Background: an optimization exercise with open tools, aiming at small area, a short achievable clock period and few clock cycles per item. Do not read the settings as production practice.
In this exercise RTL edits were held to simulation tests only and were not proved equivalent to the original.

[flow/design.v]
module dct8x8_cal#(
    parameter DATA_WIDTH = 8
)(
    input  [8*DATA_WIDTH-1:0]    dct8x8_cal_data_in,
    output [8*(DATA_WIDTH+4)-1:0]dct8x8_cal_data_out
);
wire signed [DATA_WIDTH-1:0]    dct8x8_i0;
wire signed [DATA_WIDTH-1:0]    dct8x8_i1;
wire signed [DATA_WIDTH-1:0]    dct8x8_i2;
wire signed [DATA_WIDTH-1:0]    dct8x8_i3;
wire signed [DATA_WIDTH-1:0]    dct8x8_i4;
wire signed [DATA_WIDTH-1:0]    dct8x8_i5;
wire signed [DATA_WIDTH-1:0]    dct8x8_i6;
wire signed [DATA_WIDTH-1:0]    dct8x8_i7;
wire signed [DATA_WIDTH:0]      dct8x8_p0;
wire signed [DATA_WIDTH:0]      dct8x8_p1;
wire signed [DATA_WIDTH:0]      dct8x8_p2;
wire signed [DATA_WIDTH:0]      dct8x8_p3;
wire signed [DATA_WIDTH:0]      dct8x8_p4;
wire signed [DATA_WIDTH:0]      dct8x8_p5;
wire signed [DATA_WIDTH:0]      dct8x8_p6;
wire signed [DATA_WIDTH:0]      dct8x8_p7;
wire signed [DATA_WIDTH+1:0]    dct8x8_q0;
wire signed [DATA_WIDTH+1:0]    dct8x8_q1;
wire signed [DATA_WIDTH+1:0]    dct8x8_q2;
wire signed [DATA_WIDTH+1:0]    dct8x8_q3;
wire signed [DATA_WIDTH+1:0]    dct8x8_q4;
wire signed [DATA_WIDTH+1:0]    dct8x8_q5;
wire signed [DATA_WIDTH+1:0]    dct8x8_q6;
wire signed [DATA_WIDTH+1:0]    dct8x8_q7;
wire signed [DATA_WIDTH+3:0]    dct8x8_tmp0;
wire signed [DATA_WIDTH+3:0]    dct8x8_tmp1;
wire signed [DATA_WIDTH+3:0]    dct8x8_tmp2;
wire signed [DATA_WIDTH+3:0]    dct8x8_tmp3;
wire signed [DATA_WIDTH+3:0]    dct8x8_tmp4;
wire signed [DATA_WIDTH+3:0]    dct8x8_tmp5;
wire signed [DATA_WIDTH+3:0]    dct8x8_tmp6;
wire signed [DATA_WIDTH+3:0]    dct8x8_tmp7;
assign dct8x8_i0 = dct8x8_cal_data_in[1*DATA_WIDTH-1:0*DATA_WIDTH];
assign dct8x8_i1 = dct8x8_cal_data_in[2*DATA_WIDTH-1:1*DATA_WIDTH];
assign dct8x8_i2 = dct8x8_cal_data_in[3*DATA_WIDTH-1:2*DATA_WIDTH];
assign dct8x8_i3 = dct8x8_cal_data_in[4*DATA_WIDTH-1:3*DATA_WIDTH];
assign dct8x8_i4 = dct8x8_cal_data_in[5*DATA_WIDTH-1:4*DATA_WIDTH];
assign dct8x8_i5 = dct8x8_cal_data_in[6*DATA_WIDTH-1:5*DATA_WIDTH];
assign dct8x8_i6 = dct8x8_cal_data_in[7*DATA_WIDTH-1:6*DATA_WIDTH];
assign dct8x8_i7 = dct8x8_cal_data_in[8*DATA_WIDTH-1:7*DATA_WIDTH];
assign dct8x8_p0 = dct8x8_i0 + dct8x8_i7;
assign dct8x8_p1 = dct8x8_i3 - dct8x8_i4;
assign dct8x8_p2 = dct8x8_i1 + dct8x8_i6;
assign dct8x8_p3 = dct8x8_i2 - dct8x8_i5;
assign dct8x8_p4 = dct8x8_i2 + dct8x8_i5;
assign dct8x8_p5 = dct8x8_i1 - dct8x8_i6;
assign dct8x8_p6 = dct8x8_i3 + dct8x8_i4;
assign dct8x8_p7 = dct8x8_i0 - dct8x8_i7;
assign dct8x8_q0 =  dct8x8_p0       +  dct8x8_p6      ;
assign dct8x8_q1 =  dct8x8_p1       - (dct8x8_p7>>>2) ;
assign dct8x8_q2 =  dct8x8_p2       +  dct8x8_p4      ;
assign dct8x8_q3 =  dct8x8_p3       + (dct8x8_p5>>>2) ;
assign dct8x8_q4 =  dct8x8_p2       -  dct8x8_p4      ;
assign dct8x8_q5 = (dct8x8_p3>>>2)  -  dct8x8_p5      ;
assign dct8x8_q6 =  dct8x8_p0       -  dct8x8_p6      ;
assign dct8x8_q7 = (dct8x8_p1>>>2)  +  dct8x8_p7      ;
assign dct8x8_tmp0 =  dct8x8_q0      + dct8x8_q2                                        ;
assign dct8x8_tmp1 =  dct8x8_q3      - dct8x8_q5     + dct8x8_q7      +(dct8x8_q7>>>1)  ;
assign dct8x8_tmp2 = (dct8x8_q4>>>1) + dct8x8_q6                                        ;
assign dct8x8_tmp3 = -dct8x8_q1      - dct8x8_q3     -(dct8x8_q3>>>1) + dct8x8_q7       ;
assign dct8x8_tmp4 =  dct8x8_q0      - dct8x8_q2                                        ;
assign dct8x8_tmp5 =  dct8x8_q1      + dct8x8_q5     +(dct8x8_q5>>>1) + dct8x8_q7       ;
assign dct8x8_tmp6 = -dct8x8_q4      +(dct8x8_q6>>>1)                                   ;
assign dct8x8_tmp7 = -dct8x8_q1      -(dct8x8_q1>>>1)+ dct8x8_q3      + dct8x8_q5       ;
assign dct8x8_cal_data_out = {dct8x8_tmp7,
                              dct8x8_tmp6,
                              dct8x8_tmp5,
                              dct8x8_tmp4,
                              dct8x8_tmp3,
                              dct8x8_tmp2,
                              dct8x8_tmp1,
                              dct8x8_tmp0};
endmodule
module dct8x8_buf_ctrl(
input            clk,
input            rst_n,
input            dct8x8_buf_vld_i,
output wire      dct8x8_buf_rdy_i,
output wire      dct8x8_buf_vld_o,
input            dct8x8_buf_rdy_o,
output wire      dct8x8_buf_wen,
output reg [2:0] dct8x8_buf_wptr,
output wire      dct8x8_buf_ren,
output reg [2:0] dct8x8_buf_rptr
);
localparam      IDLE     = 3'd0;
localparam      SAVED_01 = 3'd1;
localparam      SAVED_03 = 3'd2;
localparam      SAVED_05 = 3'd3;
localparam      SAVED_07 = 3'd4;
localparam      SENT_01  = 3'd5;
localparam      SENT_03  = 3'd6;
localparam      SENT_05  = 3'd7;
wire data_i_en;
wire data_o_en;
assign data_i_en = dct8x8_buf_vld_i && dct8x8_buf_rdy_i;
assign data_o_en = dct8x8_buf_vld_o && dct8x8_buf_rdy_o;
assign dct8x8_buf_wen = data_i_en;
assign dct8x8_buf_ren = data_o_en;
reg     [2:0]   buf_cur_state;
reg     [2:0]   buf_nxt_state;
always @( posedge clk or negedge rst_n ) begin
    if( ~rst_n ) begin
        buf_cur_state <= IDLE;
    end
    else begin
        buf_cur_state <= buf_nxt_state;
    end
end      
always @(*) begin
    case(buf_cur_state)
        IDLE     :  buf_nxt_state = dct8x8_buf_wen ? SAVED_01 : buf_cur_state;
        SAVED_01 :  buf_nxt_state = dct8x8_buf_wen ? SAVED_03 : buf_cur_state;
        SAVED_03 :  buf_nxt_state = dct8x8_buf_wen ? SAVED_05 : buf_cur_state;
        SAVED_05 :  buf_nxt_state = dct8x8_buf_wen ? SAVED_07 : buf_cur_state;
        SAVED_07 :  buf_nxt_state = dct8x8_buf_ren ? SENT_01  : buf_cur_state;
        SENT_01  :  buf_nxt_state = dct8x8_buf_ren ? SENT_03  : buf_cur_state;
        SENT_03  :  buf_nxt_state = dct8x8_buf_ren ? SENT_05  : buf_cur_state;
        default  :  buf_nxt_state = dct8x8_buf_ren ? IDLE     : buf_cur_state;
    endcase
end
assign dct8x8_buf_rdy_i = ~buf_cur_state[2];
assign dct8x8_buf_vld_o = buf_cur_state[2];
always @(*) begin
    case(buf_cur_state[1:0])
        2'b00   : dct8x8_buf_wptr = 3'd0;
        2'b01   : dct8x8_buf_wptr = 3'd2;
        2'b10   : dct8x8_buf_wptr = 3'd4;
        default : dct8x8_buf_wptr = 3'd6;
    endcase
end
always @(*) begin
    case(buf_cur_state[1:0])
        2'b00   : dct8x8_buf_rptr = 3'd0;
        2'b01   : dct8x8_buf_rptr = 3'd2;
        2'b10   : dct8x8_buf_rptr = 3'd4;
        default : dct8x8_buf_rptr = 3'd6;
    endcase
end
endmodule
module dct8x8_buf_data
#(
parameter DATA_WIDTH    = 8
)(
  input                                                  clk                           ,
  input                                                  dct8x8_buf_wen                ,
  input                                                  dct8x8_buf_wr_row_flag        ,
  input          [               2:               0]     dct8x8_buf_wptr               ,
  input          [ DATA_WIDTH*16-1:               0]     dct8x8_buf_wdata              ,
  input                                                  dct8x8_buf_rd_row_flag        ,
  input          [               2:               0]     dct8x8_buf_rptr               ,
  output reg     [ DATA_WIDTH*16-1:               0]     dct8x8_buf_rdata               
);
  reg            [  DATA_WIDTH*8-1:               0]     dct8x8_buf          [0:7]  ;
  reg            [               6:               0]     bit_offset_w_0                ;
  reg            [               6:               0]     bit_offset_r_0                ;
  reg            [               6:               0]     bit_offset_w_1                ;
  reg            [               6:               0]     bit_offset_r_1                ;
always @(*) begin
    case(dct8x8_buf_wptr[2:1])
        3'd0:   bit_offset_w_0 = 0*DATA_WIDTH;
        3'd1:   bit_offset_w_0 = 2*DATA_WIDTH;
        3'd2:   bit_offset_w_0 = 4*DATA_WIDTH;
        default:bit_offset_w_0 = 6*DATA_WIDTH;
    endcase
end
always @(*) begin
    case(dct8x8_buf_wptr[2:1])
        3'd0:   bit_offset_w_1 = 1*DATA_WIDTH;
        3'd1:   bit_offset_w_1 = 3*DATA_WIDTH;
        3'd2:   bit_offset_w_1 = 5*DATA_WIDTH;
        default:bit_offset_w_1 = 7*DATA_WIDTH;
    endcase
end
always @( posedge clk ) begin
    if(dct8x8_buf_wen)begin
        if( dct8x8_buf_wr_row_flag == 1'b1 ) begin
            dct8x8_buf[{dct8x8_buf_wptr[2:1],1'b0}] <= dct8x8_buf_wdata[ DATA_WIDTH*8 -1:0 ];
            dct8x8_buf[{dct8x8_buf_wptr[2:1],1'b1}] <= dct8x8_buf_wdata[ DATA_WIDTH*16 -1:DATA_WIDTH*8 ];
        end
        else begin
            dct8x8_buf[0][bit_offset_w_0+:DATA_WIDTH] <= dct8x8_buf_wdata[1*DATA_WIDTH-1 : 0*DATA_WIDTH];
            dct8x8_buf[1][bit_offset_w_0+:DATA_WIDTH] <= dct8x8_buf_wdata[2*DATA_WIDTH-1 : 1*DATA_WIDTH];
            dct8x8_buf[2][bit_offset_w_0+:DATA_WIDTH] <= dct8x8_buf_wdata[3*DATA_WIDTH-1 : 2*DATA_WIDTH];
            dct8x8_buf[3][bit_offset_w_0+:DATA_WIDTH] <= dct8x8_buf_wdata[4*DATA_WIDTH-1 : 3*DATA_WIDTH];
            dct8x8_buf[4][bit_offset_w_0+:DATA_WIDTH] <= dct8x8_buf_wdata[5*DATA_WIDTH-1 : 4*DATA_WIDTH];
            dct8x8_buf[5][bit_offset_w_0+:DATA_WIDTH] <= dct8x8_buf_wdata[6*DATA_WIDTH-1 : 5*DATA_WIDTH];
            dct8x8_buf[6][bit_offset_w_0+:DATA_WIDTH] <= dct8x8_buf_wdata[7*DATA_WIDTH-1 : 6*DATA_WIDTH];
            dct8x8_buf[7][bit_offset_w_0+:DATA_WIDTH] <= dct8x8_buf_wdata[8*DATA_WIDTH-1 : 7*DATA_WIDTH];
            dct8x8_buf[0][bit_offset_w_1+:DATA_WIDTH] <= dct8x8_buf_wdata[9*DATA_WIDTH-1 : 8*DATA_WIDTH];
            dct8x8_buf[1][bit_offset_w_1+:DATA_WIDTH] <= dct8x8_buf_wdata[10*DATA_WIDTH-1: 9*DATA_WIDTH];
            dct8x8_buf[2][bit_offset_w_1+:DATA_WIDTH] <= dct8x8_buf_wdata[11*DATA_WIDTH-1:10*DATA_WIDTH];
            dct8x8_buf[3][bit_offset_w_1+:DATA_WIDTH] <= dct8x8_buf_wdata[12*DATA_WIDTH-1:11*DATA_WIDTH];
            dct8x8_buf[4][bit_offset_w_1+:DATA_WIDTH] <= dct8x8_buf_wdata[13*DATA_WIDTH-1:12*DATA_WIDTH];
            dct8x8_buf[5][bit_offset_w_1+:DATA_WIDTH] <= dct8x8_buf_wdata[14*DATA_WIDTH-1:13*DATA_WIDTH];
            dct8x8_buf[6][bit_offset_w_1+:DATA_WIDTH] <= dct8x8_buf_wdata[15*DATA_WIDTH-1:14*DATA_WIDTH];
            dct8x8_buf[7][bit_offset_w_1+:DATA_WIDTH] <= dct8x8_buf_wdata[16*DATA_WIDTH-1:15*DATA_WIDTH];
        end
    end
end
always @(*) begin
    case(dct8x8_buf_rptr[2:1])
        3'd0:   bit_offset_r_0 = 0*DATA_WIDTH;
        3'd1:   bit_offset_r_0 = 2*DATA_WIDTH;
        3'd2:   bit_offset_r_0 = 4*DATA_WIDTH;
        default:bit_offset_r_0 = 6*DATA_WIDTH;
    endcase
end
always @(*) begin
    case(dct8x8_buf_rptr[2:1])
        3'd0:   bit_offset_r_1 = 1*DATA_WIDTH;
        3'd1:   bit_offset_r_1 = 3*DATA_WIDTH;
        3'd2:   bit_offset_r_1 = 5*DATA_WIDTH;
        default:bit_offset_r_1 = 7*DATA_WIDTH;
    endcase
end
always @(*) begin
    if(dct8x8_buf_rd_row_flag == 1'b1)begin
        dct8x8_buf_rdata = {dct8x8_buf[{dct8x8_buf_rptr[2:1],1'b1}],
                            dct8x8_buf[{dct8x8_buf_rptr[2:1],1'b0}]};
        end
    else begin
        dct8x8_buf_rdata = {dct8x8_buf[7][bit_offset_r_1+:DATA_WIDTH],
                            dct8x8_buf[6][bit_offset_r_1+:DATA_WIDTH],
                            dct8x8_buf[5][bit_offset_r_1+:DATA_WIDTH],
                            dct8x8_buf[4][bit_offset_r_1+:DATA_WIDTH],
                            dct8x8_buf[3][bit_offset_r_1+:DATA_WIDTH],
                            dct8x8_buf[2][bit_offset_r_1+:DATA_WIDTH],
                            dct8x8_buf[1][bit_offset_r_1+:DATA_WIDTH],
                            dct8x8_buf[0][bit_offset_r_1+:DATA_WIDTH],
                            dct8x8_buf[7][bit_offset_r_0+:DATA_WIDTH],
                            dct8x8_buf[6][bit_offset_r_0+:DATA_WIDTH],
                            dct8x8_buf[5][bit_offset_r_0+:DATA_WIDTH], 
                            dct8x8_buf[4][bit_offset_r_0+:DATA_WIDTH],
                            dct8x8_buf[3][bit_offset_r_0+:DATA_WIDTH],
                            dct8x8_buf[2][bit_offset_r_0+:DATA_WIDTH],
                            dct8x8_buf[1][bit_offset_r_0+:DATA_WIDTH],
                            dct8x8_buf[0][bit_offset_r_0+:DATA_WIDTH]};
        end
end
endmodule
module dct8x8_buf_top#(
parameter DATA_WIDTH = 8
)(
input                           clk                    ,
input                           rst_n                  ,
input                           dct8x8_buf_wr_row_flag ,
input                           dct8x8_buf_rd_row_flag ,
input                           dct8x8_buf_vld_i       ,
input  wire [DATA_WIDTH*16-1:0] dct8x8_buf_data_i      ,
output wire                     dct8x8_buf_rdy_i       ,
output wire                     dct8x8_buf_vld_o       ,
output wire [DATA_WIDTH*16-1:0] dct8x8_buf_data_o      ,
input                           dct8x8_buf_rdy_o
);
wire            dct8x8_buf_wen  ;
wire [2:0]      dct8x8_buf_wptr ;
wire            dct8x8_buf_ren  ;
wire [2:0]      dct8x8_buf_rptr ;
dct8x8_buf_ctrl dct8x8_buf_ctrl_inst(.clk                   (clk             ),
                                     .rst_n                 (rst_n           ),
                                     .dct8x8_buf_vld_i      (dct8x8_buf_vld_i),
                                     .dct8x8_buf_rdy_i      (dct8x8_buf_rdy_i),
                                     .dct8x8_buf_vld_o      (dct8x8_buf_vld_o),
                                     .dct8x8_buf_rdy_o      (dct8x8_buf_rdy_o),
                                     .dct8x8_buf_wen        (dct8x8_buf_wen  ),
                                     .dct8x8_buf_wptr       (dct8x8_buf_wptr ),
                                     .dct8x8_buf_ren        (dct8x8_buf_ren  ),
                                     .dct8x8_buf_rptr       (dct8x8_buf_rptr )
);
dct8x8_buf_data#(
.DATA_WIDTH(DATA_WIDTH)
)
dct8x8_buf_data_inst(.clk                    (clk                   ),
                     .dct8x8_buf_wen         (dct8x8_buf_wen        ),
                     .dct8x8_buf_wr_row_flag (dct8x8_buf_wr_row_flag),
                     .dct8x8_buf_wptr        (dct8x8_buf_wptr       ),
                     .dct8x8_buf_wdata       (dct8x8_buf_data_i     ),
                     .dct8x8_buf_rd_row_flag (dct8x8_buf_rd_row_flag),
                     .dct8x8_buf_rptr        (dct8x8_buf_rptr       ),
                     .dct8x8_buf_rdata       (dct8x8_buf_data_o     )
);
endmodule
module dct8x8_top#(parameter DATA_WIDTH  =  8)
(
input								clk				  ,
input                               rst_n             ,
input                               dct8x8_top_vld_i  ,
input  wire [DATA_WIDTH*16-1:0]     dct8x8_top_data_i ,
output wire                         dct8x8_top_rdy_i  ,
output wire                         dct8x8_top_vld_o  ,
output wire [(DATA_WIDTH+8)*16-1:0] dct8x8_top_data_o ,
input                               dct8x8_top_rdy_o
);
wire    [(DATA_WIDTH+4)*8-1:0]      dct8x8_1d_row0;
wire    [(DATA_WIDTH+4)*8-1:0]      dct8x8_1d_row1;
dct8x8_cal#(
.DATA_WIDTH     (DATA_WIDTH)
)
dct8x8_cal_1d_0(.dct8x8_cal_data_in (dct8x8_top_data_i[DATA_WIDTH*8-1:0]),
                .dct8x8_cal_data_out(dct8x8_1d_row0)
);
dct8x8_cal#(
.DATA_WIDTH     (DATA_WIDTH)
)
dct8x8_cal_1d_1(.dct8x8_cal_data_in (dct8x8_top_data_i[DATA_WIDTH*16-1:DATA_WIDTH*8]),
                .dct8x8_cal_data_out(dct8x8_1d_row1)
);
wire    [(DATA_WIDTH+4)*8-1:0]      dct8x8_1d_col0;
wire    [(DATA_WIDTH+4)*8-1:0]      dct8x8_1d_col1;
wire    dct8x8_buf1_rdy_o;
wire    dct8x8_buf1_vld_o;
dct8x8_buf_top#(.DATA_WIDTH(DATA_WIDTH + 4))
dct8x8_buf_inst1(
.clk                    (  clk                              ),
.rst_n                  (  rst_n                            ),
.dct8x8_buf_wr_row_flag (  1'b1                             ), 
.dct8x8_buf_rd_row_flag (  1'b0                             ), 
.dct8x8_buf_vld_i       (  dct8x8_top_vld_i                 ),
.dct8x8_buf_data_i      ( {dct8x8_1d_row1,dct8x8_1d_row0}   ),
.dct8x8_buf_rdy_i       (  dct8x8_top_rdy_i                 ),
.dct8x8_buf_vld_o       (  dct8x8_buf1_vld_o                ),
.dct8x8_buf_data_o      ( {dct8x8_1d_col1,dct8x8_1d_col0}   ),
.dct8x8_buf_rdy_o       (  dct8x8_buf1_rdy_o                )
);
wire    [(DATA_WIDTH+8)*8-1:0]  dct8x8_2d_col0;
wire    [(DATA_WIDTH+8)*8-1:0]  dct8x8_2d_col1;
dct8x8_cal #( .DATA_WIDTH(DATA_WIDTH + 4) ) 
dct8x8_cal_2d_0(
.dct8x8_cal_data_in   ( dct8x8_1d_col0 ),
.dct8x8_cal_data_out  ( dct8x8_2d_col0 )
);
dct8x8_cal #( .DATA_WIDTH(DATA_WIDTH + 4) ) 
dct8x8_cal_2d_1(
.dct8x8_cal_data_in   ( dct8x8_1d_col1 ),
.dct8x8_cal_data_out  ( dct8x8_2d_col1 )
);
wire    [(DATA_WIDTH+8)*8-1:0]  dct8x8_2d_row0;
wire    [(DATA_WIDTH+8)*8-1:0]  dct8x8_2d_row1;
dct8x8_buf_top #( .DATA_WIDTH(DATA_WIDTH+8) ) 
dct8x8_buf_inst2(
.clk                    ( clk                            ) ,
.rst_n                  ( rst_n                          ) ,
.dct8x8_buf_wr_row_flag ( 1'b0                           ) , 
.dct8x8_buf_rd_row_flag ( 1'b1                           ) , 
.dct8x8_buf_vld_i       ( dct8x8_buf1_vld_o              ) ,
.dct8x8_buf_data_i      ({dct8x8_2d_col1,dct8x8_2d_col0} ) ,
.dct8x8_buf_rdy_i       ( dct8x8_buf1_rdy_o              ) ,
.dct8x8_buf_vld_o       ( dct8x8_top_vld_o               ) ,
.dct8x8_buf_data_o      ({dct8x8_2d_row1,dct8x8_2d_row0} ) ,
.dct8x8_buf_rdy_o       ( dct8x8_top_rdy_o               )
);
assign dct8x8_top_data_o = {dct8x8_2d_row1,dct8x8_2d_row0};
endmodule
[flow/run.sh]
#!/bin/bash
# synth_recipe.tcl (not shown) runs the flow's synth.tcl, then flattens the netlist and writes it again
# the make line also repeats each setting of config.mk as NAME=value (left out here)
make -C /OpenROAD-flow-scripts/flow DESIGN_CONFIG=/design/flow/config.mk WORK_HOME=/design/flow/orfs CLKGATE_MAP_FILE= SYNTH_SCRIPT=/design/flow/synth_recipe.tcl finish
[flow/config.mk]
export PLATFORM = sky130hd
export DESIGN_NAME = dct8x8_top
export DESIGN_NICKNAME = dct8x8_top
export VERILOG_FILES = /design/flow/design.v
export SDC_FILE = /design/flow/constraint.sdc
export NUM_CORES = 4
export LEC_CHECK = 0
export CAP_MARGIN = 20
export CORE_MARGIN = 2
export CORE_UTILIZATION = 40
export SLEW_MARGIN = 20
[flow/constraint.sdc]
create_clock -name core_clock -period 10.0 [get_ports {clk}]
set_input_delay 2.0000 -clock core_clock [delete_from_list [all_inputs] [get_ports {clk}]]
set_output_delay 2.0000 -clock core_clock [all_outputs]
set_load 0.01 [all_outputs]
==> load_flow_metrics.sql <==
INSERT INTO impl_metrics (metric_group, metric, value, unit) VALUES
('cts', 'cts_tree', 'built', ''),
('timing', 'least_margin_pin_slew', '1260', 'ps'),
('synthesis', 'synth_cells', '11515', ''),
('synthesis', 'post-synth-top-area-fraction', '39.8', '%'),
('synthesis', 'synth.net_count', '13224', ''),
('die', 'fp-row-count', '209', ''),
('grt', 'maximum_number_of_pins_on_one_net_before_global_route_repair', '143', ''),
('synthesis', 'number_of_synthesized_register_bits', '1734', ''),
('timing', 'report.final.hold_viol_count', '0', ''),
('run_status', 'status', 'finished clean', ''),
('timing', 'fmax', '0.105', 'GHz'),
('drt', 'drt-wirelength-per-cell', '24.7', 'um'),
('cts', 'clockBufferDepth', '4', ''),
('grt', 'grt_remaining_overflow', '0', ''),
('grt', 'grt_pass1_wl', '598', 'mm'),
('critical_path', 'critical_path_peak_fanout', '6', ''),
('cts', 'path_clk_slew', '60', 'ps'),
('placed_design', 'post-place-cells', '16108', ''),
('die', 'io_pins', '390', ''),
('synthesis', 'synth.area.mux_share', '12.9', '%'),
('synthesis', 'synth_top_cells_by_area', 'sky130_fd_sc_hd__edfxtp_1, sky130_fd_sc_hd__ha_1, sky130_fd_sc_hd__mux4_2', ''),
('synthesis', 'syn-mean-instance-area', '11.3', 'um^2'),
('critical_path', 'cpMostUsedCell', 'sky130_fd_sc_hd__a21oi_1', ''),
('timing', 'timing.clock.skew', '97.8', 'ps'),
('timing', 'min_period', '9540', 'ps'),
('drt', 'number_of_routed_nets_with_antenna_violations', '0', ''),
('placed_design', 'place_area', '141000', 'um^2'),
('synthesis', 'synth.yosys.seq_area_share', '39.9', '%'),
('cts', 'numClockSinks', '1734', ''),
('layout', 'layout.cells.non_filler', '16444', ''),
('synthesis', 'ys_dominant_reg_cell', 'sky130_fd_sc_hd__edfxtp_1', ''),
('critical_path', 'critPathLaunchType', 'flip-flop', ''),
('synthesis', 'ys_types', '84', ''),
('layout', 'final_cell_area', '147000', 'um^2'),
('die', 'die_h', '575', 'um'),
('die', 'fp.dieW', '575', 'um'),
('layout', 'commonest_non_fill_non_tap_cell_in_the_layout', 'sky130_fd_sc_hd__edfxtp_1', ''),
('grt', 'first_global_vias', '91028', ''),
('timing', 'crit_share_post_route', '95.4', '%'),
('timing', 'timing.final.max_slew_violations', '0', ''),
('synthesis', 'synth_edf_count', '1728', ''),
('drt', 'first_iter_violations', '8796', ''),
('placed_design', 'placement.io_buffers', '389', ''),
('flow_run', 'max_cap_viol_count', '0', ''),
('drt', 'drt_pass1_iterations', '6', ''),
('critical_path', 'critPathRequiredTime', '10660', 'ps'),
('placed_design', 'last_weighted_congestion_value_of_the_routability_driven_placer', '0.954', ''),
('drt', 'drt_drc_violations_left', '0', ''),
('cts', 'tritoncts.num_buffers', '184', ''),
('timing', 'final-setup-viol-count', '0', ''),
('timing', 'relSlewSlack', '15.7', '%'),
('critical_path', 'critical_path_arrival', '10200', 'ps'),
('cts', 'cts-htree-levels', '4', ''),
('critical_path', 'cpPeakStageDelay', '580', 'ps'),
('layout', 'synthToLayoutAreaGrowth', '12.9', '%'),
('synthesis', 'post_synth_xor_area_fraction', '6.38', '%'),
('layout', 'layout-drive-gt1-share', '11.4', '%'),
('synthesis', 'ys.warnings.count', '3', ''),
('drt', 'routed_wl', '406', 'mm'),
('die', 'initial_core_util', '40.2', '%'),
('synthesis', 'synthSimpleGateAreaFrac', '8.10', '%'),
('layout', 'mostFrequentLayoutCells', 'sky130_fd_sc_hd__edfxtp_1, sky130_fd_sc_hd__inv_1, sky130_fd_sc_hd__nor2_1', ''),
('placed_design', 'detailedPlacementHpwl', '319', 'mm'),
('critical_path', 'path_class', 'reg -> reg', '');
[repair_timing]
action	CTS	global route
buffers inserted	3	9
hold buffers	0	0
pin swaps	1	5
setup endpoints to repair	8	41
resized for setup	6	28
gates cloned	0	5
[registers in the layout, summed over array words and instances, names as in the netlist]
register / flops
dct8x8_buf_inst2.dct8x8_buf_data_inst.dct8x8_buf: 992
dct8x8_buf_inst1.dct8x8_buf_data_inst.dct8x8_buf: 736
dct8x8_buf_inst1.dct8x8_buf_ctrl_inst.buf_cur_state: 3
dct8x8_buf_inst2.dct8x8_buf_ctrl_inst.buf_cur_state: 3
[stage by stage]
step                      TNS (ps)  hold slack [ps]  setup WS [ps]
after floorplan                  0              569           2.49
after global placement           0              677           26.8
after detailed placement      -387              701           -103
after CTS                        0              720           15.7
after global routing             0              698           2.77
final                            0              693            456
[layout make-up]
| class | count | area, um^2 |
|---|---|---|
| Fill cell | 29515 | 177000 |
| Clock inverter | 101 | 965 |
| Antenna cell | 5 | 12.5 |
| Tap cell | 4325 | 5410 |
| Multi-Input combinational cell | 7818 | 71200 |
| Sequential cell | 1734 | 52100 |
| Inverter | 1510 | 5700 |
| Timing Repair Buffer | 740 | 7020 |
| Clock buffer | 211 | 4710 |
[metal layers]
layer,share of wire (%),GRT usage [%]
met1,44,34.3
met2,46,38.7
met3,7.0,3.25
met4,2.9,6.29
met5,0.0054,0
[logic make-up after synthesis]
group	Yosys count
compound gates	1958
xor+xnor	944
fa+ha+maj	1583
buf+inv	1963
flops	1734
mux	896
simple gates	2437
[synthesized netlist by cell type, types with 41 or more instances]
| master | n |
|---|---|
| sky130_fd_sc_hd__a21o_1 | 143 |
| sky130_fd_sc_hd__a21oi_1 | 713 |
| sky130_fd_sc_hd__a31oi_1 | 41 |
| sky130_fd_sc_hd__and2_1 | 107 |
| sky130_fd_sc_hd__buf_1 | 108 |
| sky130_fd_sc_hd__clkbuf_1 | 339 |
| sky130_fd_sc_hd__edfxtp_1 | 1728 |
| sky130_fd_sc_hd__fa_1 | 440 |
| sky130_fd_sc_hd__ha_1 | 1137 |
| sky130_fd_sc_hd__inv_1 | 1508 |
| sky130_fd_sc_hd__mux2i_1 | 240 |
| sky130_fd_sc_hd__mux4_2 | 622 |
| sky130_fd_sc_hd__nand2_1 | 389 |
| sky130_fd_sc_hd__nand2b_1 | 75 |
| sky130_fd_sc_hd__nand3_1 | 51 |
| sky130_fd_sc_hd__nor2_1 | 1433 |
| sky130_fd_sc_hd__nor2b_1 | 106 |
| sky130_fd_sc_hd__nor3_1 | 126 |
| sky130_fd_sc_hd__o21ai_0 | 391 |
| sky130_fd_sc_hd__o21bai_1 | 302 |
| sky130_fd_sc_hd__o22ai_1 | 45 |
| sky130_fd_sc_hd__xnor2_1 | 632 |
| sky130_fd_sc_hd__xor2_1 | 309 |
[worst min-delay path by stage]
stage / start / endpoint / cells past startpoint
2_1_floorplan: flip-flop / flip-flop / 2
3_3_place_gp: flip-flop / flip-flop / 2
5_1_grt: flip-flop / flip-flop / 2
4_1_cts: flip-flop / flip-flop / 2
3_5_place_dp: flip-flop / flip-flop / 2
6_report: flip-flop / flip-flop / 2
[critical path: cells and delay by family, from the launching register on]
family	cells	cell delay (ps)
AOI/OAI and AO/OA	10	2430
and+or+nand+nor	10	2270
adders and majority gates	6	1940
xor gates and xnor gates	4	870
DFF	1	490
muxes	1	350
buffers and inverters	7	970
Testbench counts, summed over its fixed seeds: cycles 4,128, items 512.

## afterwards: timing with drivers on the ports
Ports are ideal in the flow. The routed layout listed here was re-timed in OpenROAD. Step 1 assumes that a clkbuf_16 drives the clock port and a buf_2 every other input. Step 2 also shifts input and output timing later by t, the mid clock arrival at the registers, as if the neighbouring blocks saw the same clock. Slacks: no drivers / after step 1 / after step 2; pairs: no drivers / after step 1.
shift t [ns]: 0.946
setup slack, ns: 0.456 / 0.456 / 0.456
worst slew at a driven data input, ns: 0.19
After both steps setup and hold are still met in this run. The setup slack of this run moves by 0.000 ns with the drivers and by 0.000 ns with both steps.
